Context: an optimization exercise on an open-source flow, tuned for small area, a short achievable clock period and few clock cycles per item. The choices shown serve that exercise and are no tape-out recipe. No functional check of the RTL was part of this run.

==> design.v <==
module multipli
#(parameter int N = 32)
(
	input  logic                        CLOCK,
	input  logic                        RESET,
	input  logic                        START,
	input  logic signed [N-1:0]         A,B,
	output logic signed [2*N-1:0]       S,
	output logic                        END_MULT
);
logic [2:0] COUNT;
logic [31:0] ACC, LO;
logic go, first, last;
assign go    = START & ~END_MULT;
assign first = (COUNT == 3'd0);
assign last  = (COUNT == 3'd7);
logic XB;
logic [4:0] ab;
assign ab = first ? {A[3:0], 1'b0} : {LO[3:0], XB};
logic [1:0] one, two, ng;
logic [32:0] m [2];
logic [32:0] Bl, Bh;
assign Bl = {B[31], B};
assign Bh = {B, 1'b0};
always_comb begin
    for (int i = 0; i < 2; i++) begin
        one[i] = ab[2*i] ^ ab[2*i+1];
        two[i] = (ab[2*i+2] & ~ab[2*i+1] & ~ab[2*i]) | (~ab[2*i+2] & ab[2*i+1] & ab[2*i]);
        ng[i]  = ab[2*i+2] & ~(ab[2*i+1] & ab[2*i]);
        m[i]   = (({33{one[i]}} & Bl) | ({33{two[i]}} & Bh)) ^ {33{ng[i]}};
    end
end
logic [31:0] ag;
assign ag = ACC & {32{~first}};
logic fs0;
logic fc0;
logic fs1;
logic fc1;
logic fs2;
logic fc2;
logic fs3;
logic fc3;
logic fs4;
logic fc4;
logic fs5;
logic fc5;
logic fs6;
logic fc6;
logic fs7;
logic fc7;
logic fs8;
logic fc8;
logic fs9;
logic fc9;
logic fs10;
logic fc10;
logic fs11;
logic fc11;
logic fs12;
logic fc12;
logic fs13;
logic fc13;
logic fs14;
logic fc14;
logic fs15;
logic fc15;
logic fs16;
logic fc16;
logic fs17;
logic fc17;
logic fs18;
logic fc18;
logic fs19;
logic fc19;
logic fs20;
logic fc20;
logic fs21;
logic fc21;
logic fs22;
logic fc22;
logic fs23;
logic fc23;
logic fs24;
logic fc24;
logic fs25;
logic fc25;
logic fs26;
logic fc26;
logic fs27;
logic fc27;
logic fs28;
logic fc28;
logic fs29;
logic fc29;
logic fs30;
logic fc30;
logic fs31;
logic fc31;
logic fs32;
logic fc32;
logic fs33;
logic fc33;
logic fs34;
logic fc34;
logic fs35;
logic fc35;
logic fs36;
logic fc36;
logic fs37;
logic fc37;
logic fs38;
logic fc38;
logic fs39;
logic fc39;
logic fs40;
logic fc40;
logic fs41;
logic fc41;
logic fs42;
logic fc42;
logic fs43;
logic fc43;
logic fs44;
logic fc44;
logic fs45;
logic fc45;
logic fs46;
logic fc46;
logic fs47;
logic fc47;
logic fs48;
logic fc48;
logic fs49;
logic fc49;
logic fs50;
logic fc50;
logic fs51;
logic fc51;
logic fs52;
logic fc52;
logic fs53;
logic fc53;
logic fs54;
logic fc54;
logic fs55;
logic fc55;
logic fs56;
logic fc56;
logic fs57;
logic fc57;
logic fs58;
logic fc58;
logic fs59;
logic fc59;
logic fs60;
logic fc60;
logic fs61;
logic fc61;
logic fs62;
logic fc62;
logic fs63;
logic fc63;
assign fs0 = ag[0] ^ ng[0] ^ m[0][0];
assign fc0 = (ag[0] & ng[0]) | (ag[0] & m[0][0]) | (ng[0] & m[0][0]);
assign fs1 = ag[1] ^ m[0][1] ^ fc0;
assign fc1 = (ag[1] & m[0][1]) | (ag[1] & fc0) | (m[0][1] & fc0);
assign fs2 = ag[2] ^ ng[1] ^ m[0][2];
assign fc2 = (ag[2] & ng[1]) | (ag[2] & m[0][2]) | (ng[1] & m[0][2]);
assign fs3 = m[1][0] ^ fs2 ^ fc1;
assign fc3 = (m[1][0] & fs2) | (m[1][0] & fc1) | (fs2 & fc1);
assign fs4 = ag[3] ^ m[0][3] ^ m[1][1];
assign fc4 = (ag[3] & m[0][3]) | (ag[3] & m[1][1]) | (m[0][3] & m[1][1]);
assign fs5 = fc2 ^ fs4 ^ fc3;
assign fc5 = (fc2 & fs4) | (fc2 & fc3) | (fs4 & fc3);
assign fs6 = ag[4] ^ m[0][4] ^ m[1][2];
assign fc6 = (ag[4] & m[0][4]) | (ag[4] & m[1][2]) | (m[0][4] & m[1][2]);
assign fs7 = fc4 ^ fs6 ^ fc5;
assign fc7 = (fc4 & fs6) | (fc4 & fc5) | (fs6 & fc5);
assign fs8 = ag[5] ^ m[0][5] ^ m[1][3];
assign fc8 = (ag[5] & m[0][5]) | (ag[5] & m[1][3]) | (m[0][5] & m[1][3]);
assign fs9 = fc6 ^ fs8 ^ fc7;
assign fc9 = (fc6 & fs8) | (fc6 & fc7) | (fs8 & fc7);
assign fs10 = ag[6] ^ m[0][6] ^ m[1][4];
assign fc10 = (ag[6] & m[0][6]) | (ag[6] & m[1][4]) | (m[0][6] & m[1][4]);
assign fs11 = fc8 ^ fs10 ^ fc9;
assign fc11 = (fc8 & fs10) | (fc8 & fc9) | (fs10 & fc9);
assign fs12 = ag[7] ^ m[0][7] ^ m[1][5];
assign fc12 = (ag[7] & m[0][7]) | (ag[7] & m[1][5]) | (m[0][7] & m[1][5]);
assign fs13 = fc10 ^ fs12 ^ fc11;
assign fc13 = (fc10 & fs12) | (fc10 & fc11) | (fs12 & fc11);
assign fs14 = ag[8] ^ m[0][8] ^ m[1][6];
assign fc14 = (ag[8] & m[0][8]) | (ag[8] & m[1][6]) | (m[0][8] & m[1][6]);
assign fs15 = fc12 ^ fs14 ^ fc13;
assign fc15 = (fc12 & fs14) | (fc12 & fc13) | (fs14 & fc13);
assign fs16 = ag[9] ^ m[0][9] ^ m[1][7];
assign fc16 = (ag[9] & m[0][9]) | (ag[9] & m[1][7]) | (m[0][9] & m[1][7]);
assign fs17 = fc14 ^ fs16 ^ fc15;
assign fc17 = (fc14 & fs16) | (fc14 & fc15) | (fs16 & fc15);
assign fs18 = ag[10] ^ m[0][10] ^ m[1][8];
assign fc18 = (ag[10] & m[0][10]) | (ag[10] & m[1][8]) | (m[0][10] & m[1][8]);
assign fs19 = fc16 ^ fs18 ^ fc17;
assign fc19 = (fc16 & fs18) | (fc16 & fc17) | (fs18 & fc17);
assign fs20 = ag[11] ^ m[0][11] ^ m[1][9];
assign fc20 = (ag[11] & m[0][11]) | (ag[11] & m[1][9]) | (m[0][11] & m[1][9]);
assign fs21 = fc18 ^ fs20 ^ fc19;
assign fc21 = (fc18 & fs20) | (fc18 & fc19) | (fs20 & fc19);
assign fs22 = ag[12] ^ m[0][12] ^ m[1][10];
assign fc22 = (ag[12] & m[0][12]) | (ag[12] & m[1][10]) | (m[0][12] & m[1][10]);
assign fs23 = fc20 ^ fs22 ^ fc21;
assign fc23 = (fc20 & fs22) | (fc20 & fc21) | (fs22 & fc21);
assign fs24 = ag[13] ^ m[0][13] ^ m[1][11];
assign fc24 = (ag[13] & m[0][13]) | (ag[13] & m[1][11]) | (m[0][13] & m[1][11]);
assign fs25 = fc22 ^ fs24 ^ fc23;
assign fc25 = (fc22 & fs24) | (fc22 & fc23) | (fs24 & fc23);
assign fs26 = ag[14] ^ m[0][14] ^ m[1][12];
assign fc26 = (ag[14] & m[0][14]) | (ag[14] & m[1][12]) | (m[0][14] & m[1][12]);
assign fs27 = fc24 ^ fs26 ^ fc25;
assign fc27 = (fc24 & fs26) | (fc24 & fc25) | (fs26 & fc25);
assign fs28 = ag[15] ^ m[0][15] ^ m[1][13];
assign fc28 = (ag[15] & m[0][15]) | (ag[15] & m[1][13]) | (m[0][15] & m[1][13]);
assign fs29 = fc26 ^ fs28 ^ fc27;
assign fc29 = (fc26 & fs28) | (fc26 & fc27) | (fs28 & fc27);
assign fs30 = ag[16] ^ m[0][16] ^ m[1][14];
assign fc30 = (ag[16] & m[0][16]) | (ag[16] & m[1][14]) | (m[0][16] & m[1][14]);
assign fs31 = fc28 ^ fs30 ^ fc29;
assign fc31 = (fc28 & fs30) | (fc28 & fc29) | (fs30 & fc29);
assign fs32 = ag[17] ^ m[0][17] ^ m[1][15];
assign fc32 = (ag[17] & m[0][17]) | (ag[17] & m[1][15]) | (m[0][17] & m[1][15]);
assign fs33 = fc30 ^ fs32 ^ fc31;
assign fc33 = (fc30 & fs32) | (fc30 & fc31) | (fs32 & fc31);
assign fs34 = ag[18] ^ m[0][18] ^ m[1][16];
assign fc34 = (ag[18] & m[0][18]) | (ag[18] & m[1][16]) | (m[0][18] & m[1][16]);
assign fs35 = fc32 ^ fs34 ^ fc33;
assign fc35 = (fc32 & fs34) | (fc32 & fc33) | (fs34 & fc33);
assign fs36 = ag[19] ^ m[0][19] ^ m[1][17];
assign fc36 = (ag[19] & m[0][19]) | (ag[19] & m[1][17]) | (m[0][19] & m[1][17]);
assign fs37 = fc34 ^ fs36 ^ fc35;
assign fc37 = (fc34 & fs36) | (fc34 & fc35) | (fs36 & fc35);
assign fs38 = ag[20] ^ m[0][20] ^ m[1][18];
assign fc38 = (ag[20] & m[0][20]) | (ag[20] & m[1][18]) | (m[0][20] & m[1][18]);
assign fs39 = fc36 ^ fs38 ^ fc37;
assign fc39 = (fc36 & fs38) | (fc36 & fc37) | (fs38 & fc37);
assign fs40 = ag[21] ^ m[0][21] ^ m[1][19];
assign fc40 = (ag[21] & m[0][21]) | (ag[21] & m[1][19]) | (m[0][21] & m[1][19]);
assign fs41 = fc38 ^ fs40 ^ fc39;
assign fc41 = (fc38 & fs40) | (fc38 & fc39) | (fs40 & fc39);
assign fs42 = ag[22] ^ m[0][22] ^ m[1][20];
assign fc42 = (ag[22] & m[0][22]) | (ag[22] & m[1][20]) | (m[0][22] & m[1][20]);
assign fs43 = fc40 ^ fs42 ^ fc41;
assign fc43 = (fc40 & fs42) | (fc40 & fc41) | (fs42 & fc41);
assign fs44 = ag[23] ^ m[0][23] ^ m[1][21];
assign fc44 = (ag[23] & m[0][23]) | (ag[23] & m[1][21]) | (m[0][23] & m[1][21]);
assign fs45 = fc42 ^ fs44 ^ fc43;
assign fc45 = (fc42 & fs44) | (fc42 & fc43) | (fs44 & fc43);
assign fs46 = ag[24] ^ m[0][24] ^ m[1][22];
assign fc46 = (ag[24] & m[0][24]) | (ag[24] & m[1][22]) | (m[0][24] & m[1][22]);
assign fs47 = fc44 ^ fs46 ^ fc45;
assign fc47 = (fc44 & fs46) | (fc44 & fc45) | (fs46 & fc45);
assign fs48 = ag[25] ^ m[0][25] ^ m[1][23];
assign fc48 = (ag[25] & m[0][25]) | (ag[25] & m[1][23]) | (m[0][25] & m[1][23]);
assign fs49 = fc46 ^ fs48 ^ fc47;
assign fc49 = (fc46 & fs48) | (fc46 & fc47) | (fs48 & fc47);
assign fs50 = ag[26] ^ m[0][26] ^ m[1][24];
assign fc50 = (ag[26] & m[0][26]) | (ag[26] & m[1][24]) | (m[0][26] & m[1][24]);
assign fs51 = fc48 ^ fs50 ^ fc49;
assign fc51 = (fc48 & fs50) | (fc48 & fc49) | (fs50 & fc49);
assign fs52 = ag[27] ^ m[0][27] ^ m[1][25];
assign fc52 = (ag[27] & m[0][27]) | (ag[27] & m[1][25]) | (m[0][27] & m[1][25]);
assign fs53 = fc50 ^ fs52 ^ fc51;
assign fc53 = (fc50 & fs52) | (fc50 & fc51) | (fs52 & fc51);
assign fs54 = ag[28] ^ m[0][28] ^ m[1][26];
assign fc54 = (ag[28] & m[0][28]) | (ag[28] & m[1][26]) | (m[0][28] & m[1][26]);
assign fs55 = fc52 ^ fs54 ^ fc53;
assign fc55 = (fc52 & fs54) | (fc52 & fc53) | (fs54 & fc53);
assign fs56 = ag[29] ^ m[0][29] ^ m[1][27];
assign fc56 = (ag[29] & m[0][29]) | (ag[29] & m[1][27]) | (m[0][29] & m[1][27]);
assign fs57 = fc54 ^ fs56 ^ fc55;
assign fc57 = (fc54 & fs56) | (fc54 & fc55) | (fs56 & fc55);
assign fs58 = ag[30] ^ m[0][30] ^ m[1][28];
assign fc58 = (ag[30] & m[0][30]) | (ag[30] & m[1][28]) | (m[0][30] & m[1][28]);
assign fs59 = fc56 ^ fs58 ^ fc57;
assign fc59 = (fc56 & fs58) | (fc56 & fc57) | (fs58 & fc57);
assign fs60 = 1'b1 ^ ~ag[31] ^ m[0][31];
assign fc60 = (1'b1 & ~ag[31]) | (1'b1 & m[0][31]) | (~ag[31] & m[0][31]);
assign fs61 = m[1][29] ^ fc58 ^ fs60;
assign fc61 = (m[1][29] & fc58) | (m[1][29] & fs60) | (fc58 & fs60);
assign fs62 = ~m[0][32] ^ m[1][30] ^ fc60;
assign fc62 = (~m[0][32] & m[1][30]) | (~m[0][32] & fc60) | (m[1][30] & fc60);
assign fs63 = 1'b1 ^ m[1][31] ^ fc62;
assign fc63 = (1'b1 & m[1][31]) | (1'b1 & fc62) | (m[1][31] & fc62);
logic [35:0] X, Y, T;
assign X[0] = fs0;
assign Y[0] = 1'b0;
assign X[1] = fs1;
assign Y[1] = 1'b0;
assign X[2] = fs3;
assign Y[2] = 1'b0;
assign X[3] = fs5;
assign Y[3] = 1'b0;
assign X[4] = fs7;
assign Y[4] = 1'b0;
assign X[5] = fs9;
assign Y[5] = 1'b0;
assign X[6] = fs11;
assign Y[6] = 1'b0;
assign X[7] = fs13;
assign Y[7] = 1'b0;
assign X[8] = fs15;
assign Y[8] = 1'b0;
assign X[9] = fs17;
assign Y[9] = 1'b0;
assign X[10] = fs19;
assign Y[10] = 1'b0;
assign X[11] = fs21;
assign Y[11] = 1'b0;
assign X[12] = fs23;
assign Y[12] = 1'b0;
assign X[13] = fs25;
assign Y[13] = 1'b0;
assign X[14] = fs27;
assign Y[14] = 1'b0;
assign X[15] = fs29;
assign Y[15] = 1'b0;
assign X[16] = fs31;
assign Y[16] = 1'b0;
assign X[17] = fs33;
assign Y[17] = 1'b0;
assign X[18] = fs35;
assign Y[18] = 1'b0;
assign X[19] = fs37;
assign Y[19] = 1'b0;
assign X[20] = fs39;
assign Y[20] = 1'b0;
assign X[21] = fs41;
assign Y[21] = 1'b0;
assign X[22] = fs43;
assign Y[22] = 1'b0;
assign X[23] = fs45;
assign Y[23] = 1'b0;
assign X[24] = fs47;
assign Y[24] = 1'b0;
assign X[25] = fs49;
assign Y[25] = 1'b0;
assign X[26] = fs51;
assign Y[26] = 1'b0;
assign X[27] = fs53;
assign Y[27] = 1'b0;
assign X[28] = fs55;
assign Y[28] = 1'b0;
assign X[29] = fs57;
assign Y[29] = 1'b0;
assign X[30] = fs59;
assign Y[30] = 1'b0;
assign X[31] = fc59;
assign Y[31] = fs61;
assign X[32] = fc61;
assign Y[32] = fs62;
assign X[33] = fs63;
assign Y[33] = 1'b0;
assign X[34] = ~m[1][32];
assign Y[34] = fc63;
assign X[35] = 1'b1;
assign Y[35] = 1'b0;
assign T = X + Y;
always_ff @(posedge CLOCK or negedge RESET) begin
    if (!RESET) begin
        END_MULT <= 1'b0;
        COUNT    <= '0;
    end else begin
        if (go) begin
            COUNT    <= last ? '0 : COUNT + 1'b1;
            END_MULT <= last;
        end else if (!START) begin
            END_MULT <= 1'b0;
        end
    end
end
always_ff @(posedge CLOCK) begin
    if (!END_MULT) begin
        ACC <= T[35:4];
        LO  <= {T[3:0], first ? A[31:4] : LO[31:4]};
        XB  <= first ? A[3] : LO[3];
    end
end
assign S = {ACC, LO};
endmodule
==> run.sh <==
#!/bin/bash
# synth_recipe.tcl (not shown) runs the flow's synth.tcl, then flattens the netlist and writes it again
# the make line also repeats each setting of config.mk as NAME=value (left out here)
make -C /OpenROAD-flow-scripts/flow DESIGN_CONFIG=/design/flow/config.mk WORK_HOME=/design/flow/orfs CLKGATE_MAP_FILE= SYNTH_SCRIPT=/design/flow/synth_recipe.tcl finish
==> config.mk <==
export PLATFORM = sky130hd
export DESIGN_NAME = multipli
export DESIGN_NICKNAME = multipli
export VERILOG_FILES = /design/flow/design.v
export SDC_FILE = /design/flow/constraint.sdc
export NUM_CORES = 4
export LEC_CHECK = 0
export CAP_MARGIN = 20
export CORE_MARGIN = 2
export CORE_UTILIZATION = 40
export SLEW_MARGIN = 20
==> constraint.sdc <==
create_clock -name core_clock -period 5.0 [get_ports {CLOCK}]
set_input_delay 1.0000 -clock core_clock [delete_from_list [all_inputs] [get_ports {CLOCK}]]
set_output_delay 1.0000 -clock core_clock [all_outputs]
set_load 0.01 [all_outputs]
==> results.yml <==
finish:
  fillers: 1277
  fin_util_pct: 58.0
  final_nets: 852
  final_cells: 902
  final_common_cell: "clkdlybuf4s50_1"
  area_growth_pct: 41.1
  drive_gt1_share_pct: 25.8
  diodes: 0
  final_cell_mix: "clkdlybuf4s50_1, buf_4, nand2_1"
worst_setup_path:
  path_class: "primary input to flop"
  endpoint: "ACC[28]$_DFFE_PN_"
  cp.arrival_ns: 13.51
  cp-start-kind: "primary input"
  path_max_fanout: 4
  reg2reg_slack_ns: -8.28
  critPathCaptureType: "flop"
  crit_required_ns: 5.22
  crit_start: "A[0]"
  reg2reg_depth: 47
  r2r-start: "COUNT[0]$_DFFE_PN0P_"
  r2r_end: "ACC[28]$_DFFE_PN_"
  slowest_stage: "fa_1"
  max_stage_delay_ns: 0.56
  cp_common_cell: "fa_2"
route:
  vias: 5138
  drc: 0
  dr.pass1.iters: 5
  wire_per_inst_um: 18.5
  drt_first_iter_violations: 385
  ant_nets: 0
  finalWirelength_um: 16700
  via_per_inst: 5.70
floorplan:
  die_x_um: 126
  start_util_pct: 41.1
  die_height_um: 126
  pin_count: 132
  rows: 44
  coreArea_um2: 14500
  fp.dieArea_um2: 15900
sta:
  min_period_over_period_pct: 266
  final_hold_viol_count: 0
  rsz0062_at_grt: "yes"
  setup_tns_ns: -131.52
  finalWorstSetupSlack_ns: -8.29
  maxSlewViolCount: 0
  maxSlewHeadroom_pct: 58.4
  worst_clock_skew_ns: 0.0129
  max_freq_mhz: 75.2
  fin_hold_ws_ns: 0.543
  worst_pin_slew_ns: 0.623
  fin_crit_ns: 13.29
  setup_viol: 28
cts:
  insertion_delay_ns: 0.35
  htree_num_levels: 3
  cts.sinks: 69
  root_buffer: "clkbuf_16"
  clkTransAtPathRegs_ns: 0.07
  cts.path.max_buffers: 2
  cts_tree: "built"
  cts_made_buffers: 9
  hold_buffers: 0
logic_synthesis:
  synthesis.area_um2: 5970
  synth.largest_area_cell: "edfxtp_1"
  ys_seq_area_share_pct: 34.4
  ys_types: 39
  synth_edf_count: 65
  async_flop_share_pct: 5.80
  syn_avg_cell_area_um2: 11.0
  synth-seq-cells: 69
  yosys_warnings: 2
  synth_area_leaders: "edfxtp_1, fa_1, a221o_1"
  synth_top_flop_cell: "edfxtp_1"
  yosys.area.top_type_share_pct: 32.7
  netlist_instances: 541
  synth_nets: 680
worst_hold_path:
  hp-class: "flop to flop"
place:
  io_buffers: 131
  dp_cells: 881
  gp_congestion: 0.785
  dp_hpwl_um: 12200
  pre_cts_ws_ns: -8.96
run_status:
  status: "complete, but fails checks"
  so_faults: "negative setup slack"
global_routing:
  grt_max_degree: 46
  antenna_found_initial: 0
  grt.total_usage_pct: 21.4
  grt_pass1_wl_um: 27100
  grt.overflow.total: 0
  grt_pass1_vias: 5186
flow_run:
  drv_cap: 0
[layout make-up]
type / instances / area, um^2 / share of cell area (%)
timing repair buffer: 238 / 2120 / 25.1
sequential: 69 / 2050 / 24.3
clock inverter: 7 / 53.8 / 0.638
clock buffer: 9 / 225 / 2.67
inverter: 21 / 81.3 / 0.965
multi-input combinational: 374 / 3670 / 43.5
tap: 184 / 230 / 2.73
[worst max-delay path: cells and delay by family]
family	cells	cell delay [ns]
compound gates	4	0.37
fa+ha+maj	33	11.26
buf+inv	8	0.56
simple gates	1	0.31
[cell usage after synthesis (all sizes together), types with 2 or more instances]
cell / count
a221o: 59
xor2: 4
and2: 33
fa: 62
ha: 10
edfxtp: 65
and4bb: 2
a221oi: 66
inv: 21
nor3b: 2
and3b: 2
mux2i: 2
buf: 49
clkbuf: 28
a31oi: 5
dfrtp: 4
nor2: 6
mux2: 4
o21ai: 5
a21oi: 2
nand2: 96
nor2b: 2
[sequential cells by signal, summed over array words and instances, names as in the netlist]
register	cells
END_MULT	1
ACC	32
COUNT	3
XB	1
LO	32
[kinds of logic (layout without fill, tap and decap cells)]
family	Yosys count	in the layout	share of synthesized area [%]
compound gates	143	143	22.1
buf+inv	98	275	7.04
flops	69	69	34.4
fa+ha+maj	72	72	22.9
xor+xnor	4	4	0.587
mux	6	6	1.15
simple gates	149	149	11.9
[how the worst min path moves through the flow]
| stage | slack, ns | cells past startpoint | startpoint | endpoint |
|---|---|---|---|---|
| final | 0.54 | 2 | LO[31]$_DFFE_PN_ | LO[27]$_DFFE_PN_ |
| after global routing | 0.57 | 2 | LO[4]$_DFFE_PN_ | LO[0]$_DFFE_PN_ |
| after CTS | 0.55 | 2 | LO[31]$_DFFE_PN_ | LO[27]$_DFFE_PN_ |
| after detailed placement | 0.54 | 2 | LO[4]$_DFFE_PN_ | LO[0]$_DFFE_PN_ |
| after global placement | 0.53 | 2 | LO[27]$_DFFE_PN_ | LO[23]$_DFFE_PN_ |
| after floorplan | 0.55 | 1 | END_MULT$_DFFE_PN0P_ | END_MULT$_DFFE_PN0P_ |
[through the flow]
| stage | cell area (um^2) |
|---|---|
| 6_report | 8430 |
| 5_1_grt | 8430 |
| 4_1_cts | 8410 |
| 3_5_place_dp | 8060 |
| 3_3_place_gp | 8060 |
| 2_1_floorplan | 6130 |
[routing by layer]
| metal | global-route usage [%] | up-vias | wire, um |
|---|---|---|---|
| met2 | 35.7 | 171 | 8280 |
| met1 | 28.5 | 2558 | 7180 |
| li1 | - | 2381 | - |
| met3 | 3.14 | 28 | 770 |
| met5 | 0 | - | 0 |
| met4 | 7.95 | 0 | 439 |
[timing repair]
item | CTS | global route
gates resized for setup | 18 | 4
endpoints found under the setup margin | 29 | 28
buffers inserted | 5 | 1
pin swaps | 4 | 0
gates cloned | 0 | 0

## afterwards: timing with drivers on the ports
In the flow no input, the clock included, has a driving cell. The finished layout below was timed again as built, in two steps. Step 1 sets driving cells, clkbuf_16 on the clock port and buf_2 on the other inputs (assumed; they add their load-dependent delay and slew). Step 2, shift: input delay + t, output delay - t, t = (earliest + latest rising clock arrival at the registers) / 2. This alone moves slack from input paths to output paths. Slacks: ideal ports / drivers / drivers and shift; pairs: ideal ports / drivers.
shift t [ns]: 0.383
slack for setup (ns): -8.293 / -8.284 / -8.667
worst setup path after step 2: input to register
latest minus earliest clock arrival (ns): 0.013 / 0.014
The setup slack of this run moves by +0.009 ns with the drivers and by -0.374 ns with both steps.
